From an optimization exercise on the open Yosys and OpenROAD flow, aimed at small area; shortcuts taken in it are not production practice.
The RTL was checked by simulation tests, not by an equivalence proof against the original design.
Power is estimated from default activity; no workload was simulated.

==> flow/design.v <==
`timescale 1ns / 1ps
`timescale 1ns / 1ps
`timescale 1ns / 1ps
`timescale 1ns / 1ps
`timescale 1ns / 1ps
`timescale 1ns / 1ps
`timescale 1ns / 1ps
module uart_wb_bridge (
                       input wire         clk,
                       input wire         rst,
                       input wire         rx,
                       output wire        tx,
                       output wire [31:0] wb_adr_o,
                       output wire [31:0] wb_dat_o,
                       output wire [3:0]  wb_sel_o,
                       output wire        wb_we_o,
                       output wire        wb_cyc_o,
                       output wire        wb_stb_o,
                       input wire [31:0]  wb_dat_i,
                       input wire         wb_ack_i,
                       input wire         wb_err_i,
                       input wire         wb_rty_i
                       );
   localparam [9:0] T_FULL = 10'd867;
   localparam [9:0] T_HALF = 10'd433;
   localparam [2:0] P_IDLE  = 3'd0,   
                    P_HDR   = 3'd1,   
                    P_ADDR  = 3'd2,   
                    P_WDATA = 3'd3,   
                    P_REQ   = 3'd4,   
                    P_TX    = 3'd5;   
   localparam [3:0] B_IDLE  = 4'd0,
                    B_START = 4'd1,   
                    B_STOP  = 4'd10,
                    B_WAIT  = 4'd11;  
   reg [2:0]  pst;
   reg [3:0]  ph;
   reg [9:0]  tmr;
   reg [1:0]  bcnt;
   reg [7:0]  len;
   reg        cy;
   reg        zf;
   reg [31:0] adr;
   reg [31:0] dat;
   reg [3:0]  sel;
   reg        we;
   wire txm  = (pst == P_TX);
   wire tdone = (tmr == 10'd0);
   wire in_data = (ph >= 4'd2) && (ph <= 4'd9);
   wire bitstb = tdone && in_data;
   wire start_go = (ph == B_IDLE) && (txm || !rx);
   wire stop_end = tdone && (ph == B_STOP);
   wire rcv  = stop_end && !txm && rx;
   wire rerr = !txm && tdone && (((ph == B_STOP) && !rx) || ((ph == B_START) && rx));
   wire sent = txm && tdone && (ph == 4'd9);
   wire last = (len[7:1] == 7'd0);
   wire resp = wb_ack_i || wb_err_i || wb_rty_i;
   wire byte4 = (bcnt == 2'd3);
   wire fin  = sent && byte4 && last;
   always @(posedge clk or posedge rst)
     if (rst)
       ph <= B_IDLE;
     else if (ph == B_IDLE) begin
        if (start_go) ph <= B_START;
     end else if (ph == B_WAIT) begin
        if (rx) ph <= B_IDLE;
     end else if (tdone) begin
        if (ph == B_START)
          ph <= (!txm && rx) ? B_WAIT : 4'd2;
        else if (ph == 4'd9)
          ph <= fin ? B_IDLE : B_STOP;
        else if (ph == B_STOP)
          ph <= txm ? B_START : B_WAIT;
        else
          ph <= ph + 4'd1;
     end
   always @(posedge clk)
     if (start_go && !txm)
       tmr <= T_HALF;
     else if (start_go || tdone)
       tmr <= T_FULL;
     else
       tmr <= tmr - 10'd1;
   always @(posedge clk or posedge rst)
     if (rst)
       pst <= P_IDLE;
     else
       case (pst)
         P_IDLE:
           if (rcv && dat[31:24] == 8'hCA) pst <= P_HDR;
         P_HDR:
           if (rerr) pst <= P_IDLE;
           else if (rcv && byte4)
             pst <= (dat[19:16] == 4'h1 || dat[19:16] == 4'h2) ? P_ADDR : P_IDLE;
         P_ADDR:
           if (rerr) pst <= P_IDLE;
           else if (rcv && byte4)
             pst <= !we ? P_REQ : (len == 8'd0) ? P_IDLE : P_WDATA;
         P_WDATA:
           if (rerr) pst <= P_IDLE;
           else if (rcv && byte4) pst <= P_REQ;
         P_REQ:
           if (resp) pst <= !we ? P_TX : last ? P_IDLE : P_WDATA;
         P_TX:
           if (sent && byte4) pst <= last ? P_IDLE : P_REQ;
         default:
           pst <= P_IDLE;
       endcase
   always @(posedge clk)
     if (pst == P_IDLE)
       bcnt <= 2'd2;
     else if (rcv || sent)
       bcnt <= bcnt + 2'd1;
   always @(posedge clk)
     if (pst == P_HDR && rcv && byte4) begin
        len <= dat[31:24];
        sel <= dat[23:20];
        we  <= (dat[19:16] == 4'h1);
     end else if ((pst == P_REQ && resp && we) || (sent && byte4))
       len <= len - 8'd1;
   always @(posedge clk)
     if (pst == P_REQ && wb_ack_i && !we)
       dat <= wb_dat_i;
     else if (bitstb && pst != P_ADDR)
       dat <= {rx, dat[31:1]};
   always @(posedge clk)
     if (pst == P_REQ && resp)
       zf <= !wb_ack_i;
   wire low2 = (bcnt == 2'd0) && (ph == 4'd2 || ph == 4'd3);
   wire ain = (pst == P_ADDR) ? rx : (adr[0] ^ (cy && !low2));
   always @(posedge clk)
     if (bitstb && (pst == P_ADDR || pst == P_WDATA || pst == P_TX))
       adr <= {ain, adr[31:1]};
   always @(posedge clk)
     if (pst == P_REQ && resp)
       cy <= 1'b1;
     else if (pst == P_ADDR)
       cy <= 1'b0;
     else if (bitstb && !low2)
       cy <= cy & adr[0];
   assign tx = !(txm && (ph == B_START || (in_data && (zf || !dat[0]))));
   assign wb_adr_o = adr;
   assign wb_dat_o = dat;
   assign wb_sel_o = sel;
   assign wb_we_o  = we;
   assign wb_cyc_o = (pst == P_REQ);
   assign wb_stb_o = (pst == P_REQ);
endmodule
==> flow/run.sh <==
#!/bin/bash
# synth_recipe.tcl (not shown) runs the flow's synth.tcl, then flattens the netlist and writes it again
# the make line also repeats each setting of config.mk as NAME=value (left out here)
make -C /OpenROAD-flow-scripts/flow DESIGN_CONFIG=/design/flow/config.mk WORK_HOME=/design/flow/orfs CLKGATE_MAP_FILE= SYNTH_SCRIPT=/design/flow/synth_recipe.tcl finish
==> flow/config.mk <==
export PLATFORM = sky130hd
export DESIGN_NAME = uart_wb_bridge
export DESIGN_NICKNAME = uart_wb_bridge
export VERILOG_FILES = /design/flow/design.v
export SDC_FILE = /design/flow/constraint.sdc
export NUM_CORES = 4
export LEC_CHECK = 0
export CAP_MARGIN = 20
export CORE_MARGIN = 2
export CORE_UTILIZATION = 40
export SLEW_MARGIN = 20
==> flow/constraint.sdc <==
create_clock -name core_clock -period 10.0 [get_ports {clk}]
set_input_delay 2.0000 -clock core_clock [delete_from_list [all_inputs] [get_ports {clk}]]
set_output_delay 2.0000 -clock core_clock [all_outputs]
set_load 0.01 [all_outputs]
==> notes.md <==
-- worst reg2reg max path: stages, from the launching register on --
cell                       delay (ps)
sky130_fd_sc_hd__dfxtp_1          320
sky130_fd_sc_hd__inv_1            100
sky130_fd_sc_hd__ha_1             160
sky130_fd_sc_hd__nor4b_4          250
sky130_fd_sc_hd__nand3_1          300
sky130_fd_sc_hd__or4b_1           880
sky130_fd_sc_hd__o211ai_1         510
-- cell type report --
type / instances / area, sq um / area share
inverter: 16 / 60.06 / 0.009996
clock inverter: 7 / 60.06 / 0.009996
sequential: 98 / 2778 / 0.4623
tap: 140 / 175.2 / 0.02915
multi-input combinational: 211 / 1604 / 0.2670
clock buffer: 9 / 225.2 / 0.03748
timing repair buffer: 111 / 1106 / 0.1841
-- per-stage QoR --
stage	cells	worst slack [ps]
global placement	576	5537
global route	592	5489
finish	592	5645
detailed placement	576	5405
floorplan	341	5935
CTS	592	5639
-- worst min-delay path by stage --
stage                     slack [ps]  cells after the start         startpoint                end
after detailed placement         390                      1  tmr[0]$_SDFF_PP1_  tmr[0]$_SDFF_PP1_
after floorplan                  370                      1  tmr[0]$_SDFF_PP1_  tmr[0]$_SDFF_PP1_
final                            400                      1  tmr[0]$_SDFF_PP1_  tmr[0]$_SDFF_PP1_
after CTS                        400                      1  tmr[0]$_SDFF_PP1_  tmr[0]$_SDFF_PP1_
after global placement           390                      1  tmr[0]$_SDFF_PP1_  tmr[0]$_SDFF_PP1_
after global routing             450                      1  tmr[0]$_SDFF_PP1_  tmr[0]$_SDFF_PP1_
-- sequential cells by signal, summed over array words and instances, names as in the netlist --
| name | flops |
|---|---|
| adr | 32 |
| dat | 32 |
| tmr | 10 |
| len | 8 |
| ph | 4 |
| sel | 4 |
| pst | 3 |
| bcnt | 2 |
| cy | 1 |
| we | 1 |
| zf | 1 |
-- kinds of logic (layout without fill, tap and decap cells) --
| kind of cell | after synthesis | in the layout | synth area share |
|---|---|---|---|
| compound gates | 52 | 52 | 0.07780 |
| xor+xnor | 18 | 18 | 0.03501 |
| fa+ha+maj | 11 | 11 | 0.03056 |
| buf+inv | 32 | 143 | 0.03029 |
| flops | 98 | 98 | 0.6168 |
| mux | 38 | 38 | 0.09447 |
| simple gates | 92 | 92 | 0.1150 |
-- power breakdown --
part           switching (uW)  internal, uW
Combinational            85.6          84.9
Clock                     159           173
Sequential               39.8           461
-- layer usage --
layer  part of all wire  routed length, um
met3              0.072                728
met1               0.44               4475
met2               0.47               4802
met4              0.013                136
met5                  0                  0
-- Yosys cell counts (7+ instances only) --
cell type                  number
sky130_fd_sc_hd__clkbuf_1      10
sky130_fd_sc_hd__xnor2_1       13
sky130_fd_sc_hd__ha_1          11
sky130_fd_sc_hd__mux2_2        36
sky130_fd_sc_hd__o21ai_0        8
sky130_fd_sc_hd__nor3_1        10
sky130_fd_sc_hd__dfxtp_1       13
sky130_fd_sc_hd__a21oi_1       18
sky130_fd_sc_hd__nand2_1       19
sky130_fd_sc_hd__dfrtp_1        7
sky130_fd_sc_hd__edfxtp_1      78
sky130_fd_sc_hd__nor2_1        23
sky130_fd_sc_hd__inv_1         16
==> summary.md <==
| Metric | Value |
|---|---|
| Class of the most critical hold timing path | flip-flop to flip-flop |
| Yosys top cell area share | 0.5201 |
| Category of the critical setup timing path | flip-flop to output pin |
| Total GRT Usage | 0.1740 |
| Status | no timing/DRC/antenna violations |
| Most used flip-flop cell after synthesis | sky130_fd_sc_hd__edfxtp_1 |
| Starting density of the core | 0.4118 |
| Number of buffers created by CTS | 9 |
| Yosys warning count | 1 |
| Final Critical Period | 4355 ps |
| Number of global-route vias before repair | 3207 |
| Grt met1 use | 0.2156 |
| Fin Hold WS | 399.9 ps |
| Beginning of the worst register-to-register path | tmr[0]$_SDFF_PP1_ |
| Per-cell routed wire length | 17.13 um |
| Fraction of met2 tracks used by global routing | 0.2848 |
| Top area cells in the synthesized netlist | sky130_fd_sc_hd__edfxtp_1 (52%), sky130_fd_sc_hd__mux2_2 (9.0%), sky130_fd_sc_hd__dfxtp_1 (5.8%) |
| Diodes inserted | 0 |
| Startpoint kind of the worst setup timing path | flip-flop |
| Endpoints failing setup | 0 |
| Post-DP Area | between 5000 and 6000 sq um |
| Avg Cell Area, Syn | 13.21 sq um |
| FF+latch count, synth | 98 |
| Global-route wire length before repair | between 15000 and 20000 um |
| Clock root cell | sky130_fd_sc_hd__clkbuf_16 |
| Number of H-tree levels | 3 |
| Detailed-router iteration count before antenna repair | 4 |
| Via count of the routed design | 3108 |
| Top Family by Delay on Critical Path | buffers and inverters |
| TritonCTS Sinks | between 90 and 100 |
| Core area | roughly 11000 sq um |
| Cell leakage power | 0.002203 uW |
| Number of resized instances in the post-cts repair step | 0 |
| Highest fanout seen on the critical path | 10 |
| Final setup skew | between 7 and 8 ps |
| Nets | about 500 |
| Maximum number of pins on one net before global-route repair | 34 |
| Unrepaired setup endpoints after global routing | no |
| Achievable clock frequency | 0.2296 GHz |
| Relative area change from synthesis to final layout | 33.43% |
| Share of cells above drive strength 1 | 0.1372 |
| Final TNS setup | 0 ps |
| Worst-case vdd ir drop | approximately 0.11 mV |
| Detail Placement HPWL | approximately 7000 um |
| Required arrival time at the worst endpoint | about 8000 ps |
| Max-capacitance violation count | 0 |
| R2r setup slk | 7110 ps |
| WP buf/inv | 2 |
| Post-CTS Hold Fix Bufs | 0 |
| Final Routed Wirelength | approximately 10000 um |
| Top-Level Pins | between 100 and 150 |
| Post-Syn Area | 4503 sq um |
| Total overflow reported by the global router | 0 |
| Finished Core Util | 0.5494 |
| Power per standard cell area | around 170 nW/um^2 |
| Die Footprint | 12120 sq um |
| Horizontal die dimension | ~110 um |
| Arrival time at the worst endpoint | 2360 ps |
| Total design power | approximately 1000 uW |
| Worst-path cell chain | inv_1 > ha_1 > nor3_1 > o22ai_1 > a22o_1 > nand2_1 > clkdlybuf4s50_1 |
| GPL Wtd Cong | approximately 0.85 |
| Total of buffers placed on input and output ports | about 110 |
| Non-Filler Cell Area, Final | ~6000 sq um |
| Critical path endpoint category | output pin |
| Routing layer with the top usage in global route | met2 |
| Largest buffer count on any clock path | 2 |
| Remaining antenna violation count | 0 |
| Proportion of synthesized flip-flops having asynchronous set or reset | 0.07143 |
| Post-synth EDFFs | 78 |
| Final hold violation count | 0 |
| Actual slew at the worst max-slew pin | between 900 and 1000 ps |
| Part of the Yosys area used for sequential elements | 0.6168 |
| Die H | between 100 and 150 um |
| Relative slew slack | 0.3611 |
| Post-synthesis net count | just under 400 |
| Fill cell instance count of the final layout | 960 |
| Clock insertion delay at the later pin of the skew report | around 340 ps |
| Critical Path Source | ph[0]$_DFFE_PP0P_ |
| Endpoint of the worst register-to-register path | len[7]$_DFFE_PP_ |
| Most frequent cells in the layout | sky130_fd_sc_hd__clkdlybuf4s50_1 (109), sky130_fd_sc_hd__edfxtp_1 (78), sky130_fd_sc_hd__mux2_2 (36), sky130_fd_sc_hd__nor2_1 (23), sky130_fd_sc_hd__nand2_1 (19) |
| Register clock-pin slew on the reported worst setup and hold paths | roughly 70 ps |
| Max Transition Viols Final | 0 |
| Critical Path Stages | 7 |
| Post-synthesis cell type count | 56 |
| Number of post-CTS setup repair buffers | 0 |
| Leading cell type in the layout, fill and taps excluded | sky130_fd_sc_hd__clkdlybuf4s50_1 |
| Reg2reg path depth | 6 |
| Number of DRC violations after detailed routing | 0 |
| Met3 Resource Use GR | 0.05820 |
| Synthesized instance count | around 340 |
| Drt initial violations | 120 |
| Antenna violations before repair | 0 |
| Stage delay of the slowest cell on the critical path | 550 ps |
| Largest area contributor in the synthesized netlist | sky130_fd_sc_hd__edfxtp_1 |
| Crit path max-delay cell type | sky130_fd_sc_hd__clkdlybuf4s50_1 |
| Count of standard-cell rows | 38 |
| Share of the cycle needed by the critical path after routing | 0.4355 |
| Via/cell ratio | 5.250 |
| TritonCTS clock tree | yes |
| Termination of the worst setup path | tx |

re-timing with driven ports:
Ports are ideal in the flow. The routed layout listed here was re-timed in OpenROAD.
Step 1: set_driving_cell puts a clkbuf_16 on clk and a buf_2 on each other input, an assumption about the parent block.
Step 2, shift: input delay + t, output delay - t, t = (earliest + latest rising clock arrival at the registers) / 2. This alone moves slack from input paths to output paths.
a / b / c = no drivers / after step 1 / after step 2; a / b = the first two.
t (ns): 0.376
slack for setup (ns): 5.645 / 5.607 / 5.380
worst slew at a driven data input, ns: 0.04
cell pins on the clock port's net: 1
After both steps this run still meets setup and hold. For this run, drivers alone change the setup slack by -0.038 ns; drivers and shift together by -0.265 ns.
